From an optimization exercise on the open Yosys and OpenROAD flow, aimed at a short achievable clock period and few clock cycles; shortcuts taken in it are not production practice. In this exercise RTL edits were held to simulation tests only and were not proved equivalent to the original. Power is estimated from default activity; no workload was simulated.

Design pipeline_top, start of the top module:
module pipeline_top(clk, rst, imem_addr, imem_rdata, dmem_addr, dmem_wdata, dmem_we, dmem_rdata);
For scale: roughly 6800 cells after synthesis, about 1400 flip-flops, roughly 160 I/O pins, about 72000 um2 of cells after synthesis.
export LEC_CHECK = 0
export CAP_MARGIN = 20
export CORE_MARGIN = 2
export CORE_UTILIZATION = 40
export PLACE_DENSITY = 0.6
export SLEW_MARGIN = 20
create_clock -name core_clock -period 9.0 [get_ports {clk}]
standard.sh (not shown) runs the stock make flow with config.mk's settings and CLKGATE_MAP_FILE= SYNTH_SCRIPT=/design/flow/synth_recipe.tcl, a recipe that flattens the netlist after the stock synthesis.
==> flow/flow/run.sh <==
#!/bin/bash
# The standard ORFS layout (standard.sh), with these changes to how it is made:
#  - port buffers are a plain buf_4 instead of the smallest buffer,
#  - synthesis and repair do not use the slowest complex gates (4-high
#    series stacks: or4, nor4, o41, o311, a2111, o2111) besides the
#    platform's own don't-use cells,
#  - clock-tree sink clusters of at most 16 sinks within 100 um (a
#    shallower tree than the automatic clustering gives here).
# Same SDC, same steps; each step's full log is under orfs/logs, and the
# make output of synthesis and layout in synth.log and layout.log.
set -euo pipefail
export SETUP_SLACK_MARGIN=6.5
export BUFFER_PORTS_ARGS="-buffer_cell sky130_fd_sc_hd__buf_4"
export CTS_CLUSTER_SIZE=16
export CTS_CLUSTER_DIAMETER=100
SLOW="sky130_fd_sc_hd__or4_1 sky130_fd_sc_hd__or4_2 sky130_fd_sc_hd__or4_4
  sky130_fd_sc_hd__or4b_1 sky130_fd_sc_hd__or4b_2 sky130_fd_sc_hd__or4b_4
  sky130_fd_sc_hd__or4bb_1 sky130_fd_sc_hd__or4bb_2 sky130_fd_sc_hd__or4bb_4
  sky130_fd_sc_hd__nor4_1 sky130_fd_sc_hd__nor4_2 sky130_fd_sc_hd__nor4_4
  sky130_fd_sc_hd__nor4b_1 sky130_fd_sc_hd__nor4b_2 sky130_fd_sc_hd__nor4b_4
  sky130_fd_sc_hd__nor4bb_1 sky130_fd_sc_hd__nor4bb_2 sky130_fd_sc_hd__nor4bb_4
  sky130_fd_sc_hd__o41a_1 sky130_fd_sc_hd__o41a_2 sky130_fd_sc_hd__o41a_4
  sky130_fd_sc_hd__o41ai_1 sky130_fd_sc_hd__o41ai_2 sky130_fd_sc_hd__o41ai_4
  sky130_fd_sc_hd__o2111a_1 sky130_fd_sc_hd__o2111a_2 sky130_fd_sc_hd__o2111a_4
  sky130_fd_sc_hd__o2111ai_1 sky130_fd_sc_hd__o2111ai_2 sky130_fd_sc_hd__o2111ai_4
  sky130_fd_sc_hd__o311a_1 sky130_fd_sc_hd__o311a_2 sky130_fd_sc_hd__o311a_4
  sky130_fd_sc_hd__o311ai_0 sky130_fd_sc_hd__o311ai_1 sky130_fd_sc_hd__o311ai_2
  sky130_fd_sc_hd__o311ai_4 sky130_fd_sc_hd__a2111o_1 sky130_fd_sc_hd__a2111o_2
  sky130_fd_sc_hd__a2111o_4 sky130_fd_sc_hd__a2111oi_0 sky130_fd_sc_hd__a2111oi_1
  sky130_fd_sc_hd__a2111oi_2 sky130_fd_sc_hd__a2111oi_4"
PLATFORM_DONT_USE="sky130_fd_sc_hd__probe_p_8 sky130_fd_sc_hd__probec_p_8
  sky130_fd_sc_hd__lpflow_bleeder_1 sky130_fd_sc_hd__lpflow_clkbufkapwr_1
  sky130_fd_sc_hd__lpflow_clkbufkapwr_16 sky130_fd_sc_hd__lpflow_clkbufkapwr_2
  sky130_fd_sc_hd__lpflow_clkbufkapwr_4 sky130_fd_sc_hd__lpflow_clkbufkapwr_8
  sky130_fd_sc_hd__lpflow_clkinvkapwr_1 sky130_fd_sc_hd__lpflow_clkinvkapwr_16
  sky130_fd_sc_hd__lpflow_clkinvkapwr_2 sky130_fd_sc_hd__lpflow_clkinvkapwr_4
  sky130_fd_sc_hd__lpflow_clkinvkapwr_8 sky130_fd_sc_hd__lpflow_decapkapwr_12
  sky130_fd_sc_hd__lpflow_decapkapwr_3 sky130_fd_sc_hd__lpflow_decapkapwr_4
  sky130_fd_sc_hd__lpflow_decapkapwr_6 sky130_fd_sc_hd__lpflow_decapkapwr_8
  sky130_fd_sc_hd__lpflow_inputiso0n_1 sky130_fd_sc_hd__lpflow_inputiso0p_1
  sky130_fd_sc_hd__lpflow_inputiso1n_1 sky130_fd_sc_hd__lpflow_inputiso1p_1
  sky130_fd_sc_hd__lpflow_inputisolatch_1 sky130_fd_sc_hd__lpflow_isobufsrc_1
  sky130_fd_sc_hd__lpflow_isobufsrc_16 sky130_fd_sc_hd__lpflow_isobufsrc_2
  sky130_fd_sc_hd__lpflow_isobufsrc_4 sky130_fd_sc_hd__lpflow_isobufsrc_8
  sky130_fd_sc_hd__lpflow_isobufsrckapwr_16
  sky130_fd_sc_hd__lpflow_lsbuf_lh_hl_isowell_tap_1
  sky130_fd_sc_hd__lpflow_lsbuf_lh_hl_isowell_tap_2
  sky130_fd_sc_hd__lpflow_lsbuf_lh_hl_isowell_tap_4
  sky130_fd_sc_hd__lpflow_lsbuf_lh_isowell_4
  sky130_fd_sc_hd__lpflow_lsbuf_lh_isowell_tap_1
  sky130_fd_sc_hd__lpflow_lsbuf_lh_isowell_tap_2
  sky130_fd_sc_hd__lpflow_lsbuf_lh_isowell_tap_4"
# DONT_USE_CELLS goes on make's command line: ORFS drops it from the environment.
DU="DONT_USE_CELLS=$(echo $SLOW $PLATFORM_DONT_USE)"
bash standard.sh "$DU" synth > synth.log 2>&1
bash standard.sh "$DU" finish > layout.log 2>&1
Testbench counts at the start, summed over its fixed seeds: cycles 343,473.
==> next run, changes <==
--- a/flow/design.v
+++ b/flow/design.v
@@ -79,23 +79,24 @@
                       ({32{selOrX}} & (A | B)) | {31'd0, selSltX & sum[31]};
     wire eq = fAX ? (fSX ? 1'b1 : (resM == opSX)) : (fSX ? (opAX == resM) : (opAX == opSX));
     wire mispX = vX & brX & ~kill & (eq ^ predX);
     wire predF = imem_rdata[6] & (imem_rdata[31] | (imem_rdata[19:15] == imem_rdata[24:20]));
     wire [11:1] pcF4 = pcI + 11'd2;
     wire [11:1] tgtF = pcI + {imem_rdata[7], imem_rdata[30:25], imem_rdata[11:8]};
-    wire [11:1] pcNext = mispX ? altX : stall ? pcI : predF ? tgtF : pcF4;
+    wire [11:1] pcSeq = !rst ? 11'd0 : predF ? tgtF : pcF4;
+    wire [11:1] pcNext = mispX ? altX : stall ? pcI : pcSeq;
     wire [4:0] rs1F = imem_rdata[19:15];
     wire [4:0] rs2F = imem_rdata[24:20];
     wire [4:0] src1 = stall ? rs1 : rs1F;
     wire [4:0] src2 = stall ? rs2 : rs2F;
     wire xm1 = vX & wenX & ~kill & (rdX == rs1F), xmd1 = vX & wenX & ~kill & (rdX == rs1);
     wire xm2 = vX & wenX & ~kill & (rdX == rs2F), xmd2 = vX & wenX & ~kill & (rdX == rs2);
     wire mw1 = wenM & (rdM == rs1F), mwd1 = wenM & (rdM == rs1);
     wire mw2 = wenM & (rdM == rs2F), mwd2 = wenM & (rdM == rs2);
-    always @(posedge clk) pcF <= rst ? pcNext : 11'd0;
-    always @(posedge clk) pcI <= rst ? pcNext : 11'd0;
+    always @(posedge clk) pcF <= pcNext;
+    always @(posedge clk) pcI <= pcNext;
     always @(posedge clk or negedge rst) begin
         if (!rst) vD <= 1'b0;
         else if (!stall) vD <= 1'b1;
     end
     integer j;
     always @(posedge clk) begin
Outcome:
- fmax came out lower by 1.2%
- total power grows by 1.1%
- wire length goes up by 1.9%
- sequential share of layout area drops by 1.5 points
- worst setup slack got worse by 0.039 ns
- utilization grows by 2.1 points
- sequential power is about the same
- clock power barely changes
- non-clock buffer count grows by 212
- synthesized area hardly moves
Testbench counts after the change, summed over its fixed seeds: cycles 343,473.

pipeline_top, a different RTL version from the one above (not shown whole).
For scale: ~6,500 cells after synthesis, roughly 160 I/O pins, roughly 73,000 sq um of cells after synthesis.
export LEC_CHECK = 0
export CAP_MARGIN = 20
export CORE_MARGIN = 2
export CORE_UTILIZATION = 40
export PLACE_DENSITY = 0.6
export SLEW_MARGIN = 20
create_clock -name core_clock -period 9.0 [get_ports {clk}]
==> flow/flow/run.sh <==
#!/bin/bash
# The standard ORFS layout (standard.sh), with these changes to how it is made:
#  - port buffers are a plain buf_4 instead of the smallest buffer,
#  - synthesis and repair do not use the slowest complex gates (4-high
#    series stacks: or4, nor4, o41, o311, a2111, o2111) besides the
#    platform's own don't-use cells.
# Same SDC, same steps; each step's full log is under orfs/logs, and the
# make output of synthesis and layout in synth.log and layout.log.
set -euo pipefail
export SETUP_SLACK_MARGIN=6.5
export BUFFER_PORTS_ARGS="-buffer_cell sky130_fd_sc_hd__buf_4"
SLOW="sky130_fd_sc_hd__or4_1 sky130_fd_sc_hd__or4_2 sky130_fd_sc_hd__or4_4
  sky130_fd_sc_hd__or4b_1 sky130_fd_sc_hd__or4b_2 sky130_fd_sc_hd__or4b_4
  sky130_fd_sc_hd__or4bb_1 sky130_fd_sc_hd__or4bb_2 sky130_fd_sc_hd__or4bb_4
  sky130_fd_sc_hd__nor4_1 sky130_fd_sc_hd__nor4_2 sky130_fd_sc_hd__nor4_4
  sky130_fd_sc_hd__nor4b_1 sky130_fd_sc_hd__nor4b_2 sky130_fd_sc_hd__nor4b_4
  sky130_fd_sc_hd__nor4bb_1 sky130_fd_sc_hd__nor4bb_2 sky130_fd_sc_hd__nor4bb_4
  sky130_fd_sc_hd__o41a_1 sky130_fd_sc_hd__o41a_2 sky130_fd_sc_hd__o41a_4
  sky130_fd_sc_hd__o41ai_1 sky130_fd_sc_hd__o41ai_2 sky130_fd_sc_hd__o41ai_4
  sky130_fd_sc_hd__o2111a_1 sky130_fd_sc_hd__o2111a_2 sky130_fd_sc_hd__o2111a_4
  sky130_fd_sc_hd__o2111ai_1 sky130_fd_sc_hd__o2111ai_2 sky130_fd_sc_hd__o2111ai_4
  sky130_fd_sc_hd__o311a_1 sky130_fd_sc_hd__o311a_2 sky130_fd_sc_hd__o311a_4
  sky130_fd_sc_hd__o311ai_0 sky130_fd_sc_hd__o311ai_1 sky130_fd_sc_hd__o311ai_2
  sky130_fd_sc_hd__o311ai_4 sky130_fd_sc_hd__a2111o_1 sky130_fd_sc_hd__a2111o_2
  sky130_fd_sc_hd__a2111o_4 sky130_fd_sc_hd__a2111oi_0 sky130_fd_sc_hd__a2111oi_1
  sky130_fd_sc_hd__a2111oi_2 sky130_fd_sc_hd__a2111oi_4"
PLATFORM_DONT_USE="sky130_fd_sc_hd__probe_p_8 sky130_fd_sc_hd__probec_p_8
  sky130_fd_sc_hd__lpflow_bleeder_1 sky130_fd_sc_hd__lpflow_clkbufkapwr_1
  sky130_fd_sc_hd__lpflow_clkbufkapwr_16 sky130_fd_sc_hd__lpflow_clkbufkapwr_2
  sky130_fd_sc_hd__lpflow_clkbufkapwr_4 sky130_fd_sc_hd__lpflow_clkbufkapwr_8
  sky130_fd_sc_hd__lpflow_clkinvkapwr_1 sky130_fd_sc_hd__lpflow_clkinvkapwr_16
  sky130_fd_sc_hd__lpflow_clkinvkapwr_2 sky130_fd_sc_hd__lpflow_clkinvkapwr_4
  sky130_fd_sc_hd__lpflow_clkinvkapwr_8 sky130_fd_sc_hd__lpflow_decapkapwr_12
  sky130_fd_sc_hd__lpflow_decapkapwr_3 sky130_fd_sc_hd__lpflow_decapkapwr_4
  sky130_fd_sc_hd__lpflow_decapkapwr_6 sky130_fd_sc_hd__lpflow_decapkapwr_8
  sky130_fd_sc_hd__lpflow_inputiso0n_1 sky130_fd_sc_hd__lpflow_inputiso0p_1
  sky130_fd_sc_hd__lpflow_inputiso1n_1 sky130_fd_sc_hd__lpflow_inputiso1p_1
  sky130_fd_sc_hd__lpflow_inputisolatch_1 sky130_fd_sc_hd__lpflow_isobufsrc_1
  sky130_fd_sc_hd__lpflow_isobufsrc_16 sky130_fd_sc_hd__lpflow_isobufsrc_2
  sky130_fd_sc_hd__lpflow_isobufsrc_4 sky130_fd_sc_hd__lpflow_isobufsrc_8
  sky130_fd_sc_hd__lpflow_isobufsrckapwr_16
  sky130_fd_sc_hd__lpflow_lsbuf_lh_hl_isowell_tap_1
  sky130_fd_sc_hd__lpflow_lsbuf_lh_hl_isowell_tap_2
  sky130_fd_sc_hd__lpflow_lsbuf_lh_hl_isowell_tap_4
  sky130_fd_sc_hd__lpflow_lsbuf_lh_isowell_4
  sky130_fd_sc_hd__lpflow_lsbuf_lh_isowell_tap_1
  sky130_fd_sc_hd__lpflow_lsbuf_lh_isowell_tap_2
  sky130_fd_sc_hd__lpflow_lsbuf_lh_isowell_tap_4"
# DONT_USE_CELLS goes on make's command line: ORFS drops it from the environment.
DU="DONT_USE_CELLS=$(echo $SLOW $PLATFORM_DONT_USE)"
bash standard.sh "$DU" synth > synth.log 2>&1
bash standard.sh "$DU" finish > layout.log 2>&1
Testbench counts at the start, summed over its fixed seeds: cycles 343,473.
Rerun with:
--- a/flow/design.v
+++ b/flow/design.v
@@ -2,35 +2,34 @@
     input clk, rst;
     output [31:0] imem_addr;
     input  [31:0] imem_rdata;
     output [31:0] dmem_addr, dmem_wdata;
     output dmem_we;
     input  [31:0] dmem_rdata;
     reg [11:1] pcF;           
     reg [11:1] pcI;           
     reg        vD, predD;
     reg        kill;          
     reg [31:0] irD;
-    reg [11:1] pcD, pcD4;
+    reg [11:1] pcD4, tgtD;
     reg [31:1] sel1D, sel2D;
     reg        bMA1, bML1, bW1, bMA2, bML2, bW2;
     reg        vX, wenX, ldX, stX, brX, predX, subX, fAX, fSX;
     reg        selSumX, selAndX, selOrX, selSltX;
     reg        fwdAX, fwdBX, fwdSX;
     reg [4:0]  rdX;
     reg [31:0] opAX, opBX, opSX;
     reg [11:1] altX;
     reg        wenM, ldM, weM;
     reg [4:0]  rdM;
     reg [31:0] resM, wdM, maM;
-    reg [31:0] resMb;         
     reg        wenW;
     reg [4:0]  rdW;
     reg [31:0] wdW;
     reg [31:0] regs [1:31];
     wire [6:0] op  = irD[6:0];
     wire [2:0] f3  = irD[14:12];
     wire [4:0] rs1 = irD[19:15];
     wire [4:0] rs2 = irD[24:20];
     wire [4:0] rd  = irD[11:7];
     wire isR  = (op == 7'b0110011);
     wire isI  = (op == 7'b0010011);
@@ -51,24 +50,24 @@
     wire [31:0] immB = {{19{irD[31]}}, irD[31], irD[7], irD[30:25], irD[11:8], 1'b0};
     wire [31:0] imm  = isSW ? immS : immI;
     reg [31:0] rf1, rf2;
     integer k;
     always @(*) begin
         rf1 = 32'd0; rf2 = 32'd0;
         for (k = 1; k < 32; k = k + 1) begin
             rf1 = rf1 | ({32{sel1D[k]}} & regs[k]);
             rf2 = rf2 | ({32{sel2D[k]}} & regs[k]);
         end
     end
-    wire [31:0] pre1 = bMA1 ? resMb : bW1 ? wdW : rf1;
-    wire [31:0] pre2 = bMA2 ? resMb : bW2 ? wdW : rf2;
+    wire [31:0] pre1 = bMA1 ? resM : bW1 ? wdW : rf1;
+    wire [31:0] pre2 = bMA2 ? resM : bW2 ? wdW : rf2;
     wire [31:0] rd1 = bML1 ? dmem_rdata : pre1;
     wire [31:0] rd2 = bML2 ? dmem_rdata : pre2;
     wire stall = vD & vX & ldX & ~kill & ((useRs1 & (rdX == rs1)) | (useRs2 & (rdX == rs2)));
     wire fwdX1 = vX & wenX & ~ldX & ~kill & (rdX == rs1);
     wire fwdX2 = vX & wenX & ~ldX & ~kill & (rdX == rs2);
     wire [31:0] A = fwdAX ? resM : opAX;
     wire [31:0] B = fwdBX ? resM : opBX;
     wire [31:0] S = fwdSX ? resM : opSX;
     wire [32:0] s00 = {opAX, 1'b1} + {opBX, subX};
     wire [32:0] s10 = {resM, 1'b1} + {opBX, subX};
     wire [31:0] s01a = opAX + resM;
@@ -93,23 +92,23 @@
     wire mw1 = wenM & (rdM == rs1F), mwd1 = wenM & (rdM == rs1);
     wire mw2 = wenM & (rdM == rs2F), mwd2 = wenM & (rdM == rs2);
     always @(posedge clk) pcF <= rst ? pcNext : 11'd0;
     always @(posedge clk) pcI <= rst ? pcNext : 11'd0;
     always @(posedge clk or negedge rst) begin
         if (!rst) vD <= 1'b0;
         else if (!stall) vD <= 1'b1;
     end
     integer j;
     always @(posedge clk) begin
         if (!stall) begin
-            irD <= imem_rdata; pcD <= pcI; pcD4 <= pcF4; predD <= predF;
+            irD <= imem_rdata; pcD4 <= pcF4; tgtD <= tgtF; predD <= predF;
             for (j = 1; j < 32; j = j + 1) begin
                 sel1D[j] <= (rs1F == j);
                 sel2D[j] <= (rs2F == j);
             end
         end
         bMA1 <= stall ? xmd1 & ~ldX : xm1 & ~ldX;
         bML1 <= stall ? xmd1 & ldX : xm1 & ldX;
         bW1  <= stall ? mwd1 : mw1;
         bMA2 <= stall ? xmd2 & ~ldX : xm2 & ~ldX;
         bML2 <= stall ? xmd2 & ldX : xm2 & ldX;
         bW2  <= stall ? mwd2 : mw2;
@@ -131,40 +130,36 @@
         subX <= subD | aluSltD;
         selSumX <= aluAddD; selAndX <= aluAndD; selOrX <= aluOrD; selSltX <= aluSltD;
         fwdAX <= fwdX1;
         fwdBX <= fwdX2 & ~isImm;
         fwdSX <= fwdX2;
         fAX <= fwdX1;
         fSX <= fwdX2;
         rdX <= rd;
         opAX <= rd1;
         opBX <= (subD | aluSltD) ? ~(isImm ? imm : rd2) : (isImm ? imm : rd2);
         opSX <= rd2;
-        altX <= predD ? pcD4 : pcD + immB[11:1];
+        altX <= predD ? pcD4 : tgtD;
     end
     always @(posedge clk or negedge rst) begin
         if (!rst) begin
             wenM <= 1'b0; ldM <= 1'b0; wenW <= 1'b0;
         end else begin
             wenM <= wenX & ~kill; ldM <= ldX & ~kill; wenW <= wenM;
         end
     end
     always @(posedge clk) weM <= rst & stX & ~kill;
     always @(posedge clk) begin
         rdM <= rdX; resM <= res; wdM <= S;
         maM <= sum;
-        rdW <= rdM; wdW <= ldM ? dmem_rdata : resMb;
-    end
-    always @(posedge clk or negedge rst) begin
-        if (!rst) resMb <= 32'd0;
-        else resMb <= res;
+        rdW <= rdM; wdW <= ldM ? dmem_rdata : resM;
     end
     integer i;
     always @(posedge clk or negedge rst) begin
         if (!rst) begin
             for (i = 1; i < 32; i = i + 1) regs[i] <= 32'd0;
         end else if (wenW) begin
             regs[rdW] <= wdW;
         end
     end
     assign imem_addr  = {20'd0, pcF, 1'b0};
     assign dmem_addr  = maM;
Result: The new run finished clean. Hold slack gets worse by 0.018 ns. Power came out lower by a few percent. Routed wire length is about the same. Utilization came out lower by 1.8 points. Global-route usage came out higher by 0.21 points. Flip-flop and latch count came out lower by 31. Worst setup slack gets better by 0.098 ns. Via count came out higher slightly. Synthesized cell count came out higher by a few percent. Maximum frequency came out higher by a few percent.
Testbench counts after the change, summed over its fixed seeds: cycles 343,473.

re-timing with driven ports:
Ports are ideal in the flow. The routed layouts listed here were re-timed in OpenROAD. Step 1 assumes that a clkbuf_16 drives the clock port and a buf_2 every other input. Step 2 times the ports against the registers' clock, not the clock port: input delays grow and output delays shrink by t, the midpoint of the rising clock arrivals with the driver on. a / b / c = ideal ports / drivers / drivers and shift; a / b = the first two.
| run | shift t [ns] | setup slack, ns | latest minus earliest clock arrival (ns) | worst data-port slew with drivers (ns) |
|---|---|---|---|---|
| the first run of note 1 | 0.861 | 5.705 / 5.705 / 4.977 | 0.059 / 0.058 | 0.09 |
| the second run of note 1 | 0.859 | 5.666 / 5.666 / 4.878 | 0.072 / 0.073 | 0.10 |
| the first run of note 2 | 0.891 | 5.633 / 5.627 / 4.818 | 0.037 / 0.037 | 0.16 |
| the second run of note 2 | 0.891 | 5.731 / 5.731 / 4.909 | 0.042 / 0.042 | 0.09 |
After both steps every run listed still meets setup and hold. The setup slack of the second run of note 2, which loses most, moves by 0.000 ns with the drivers and by -0.822 ns with both steps.
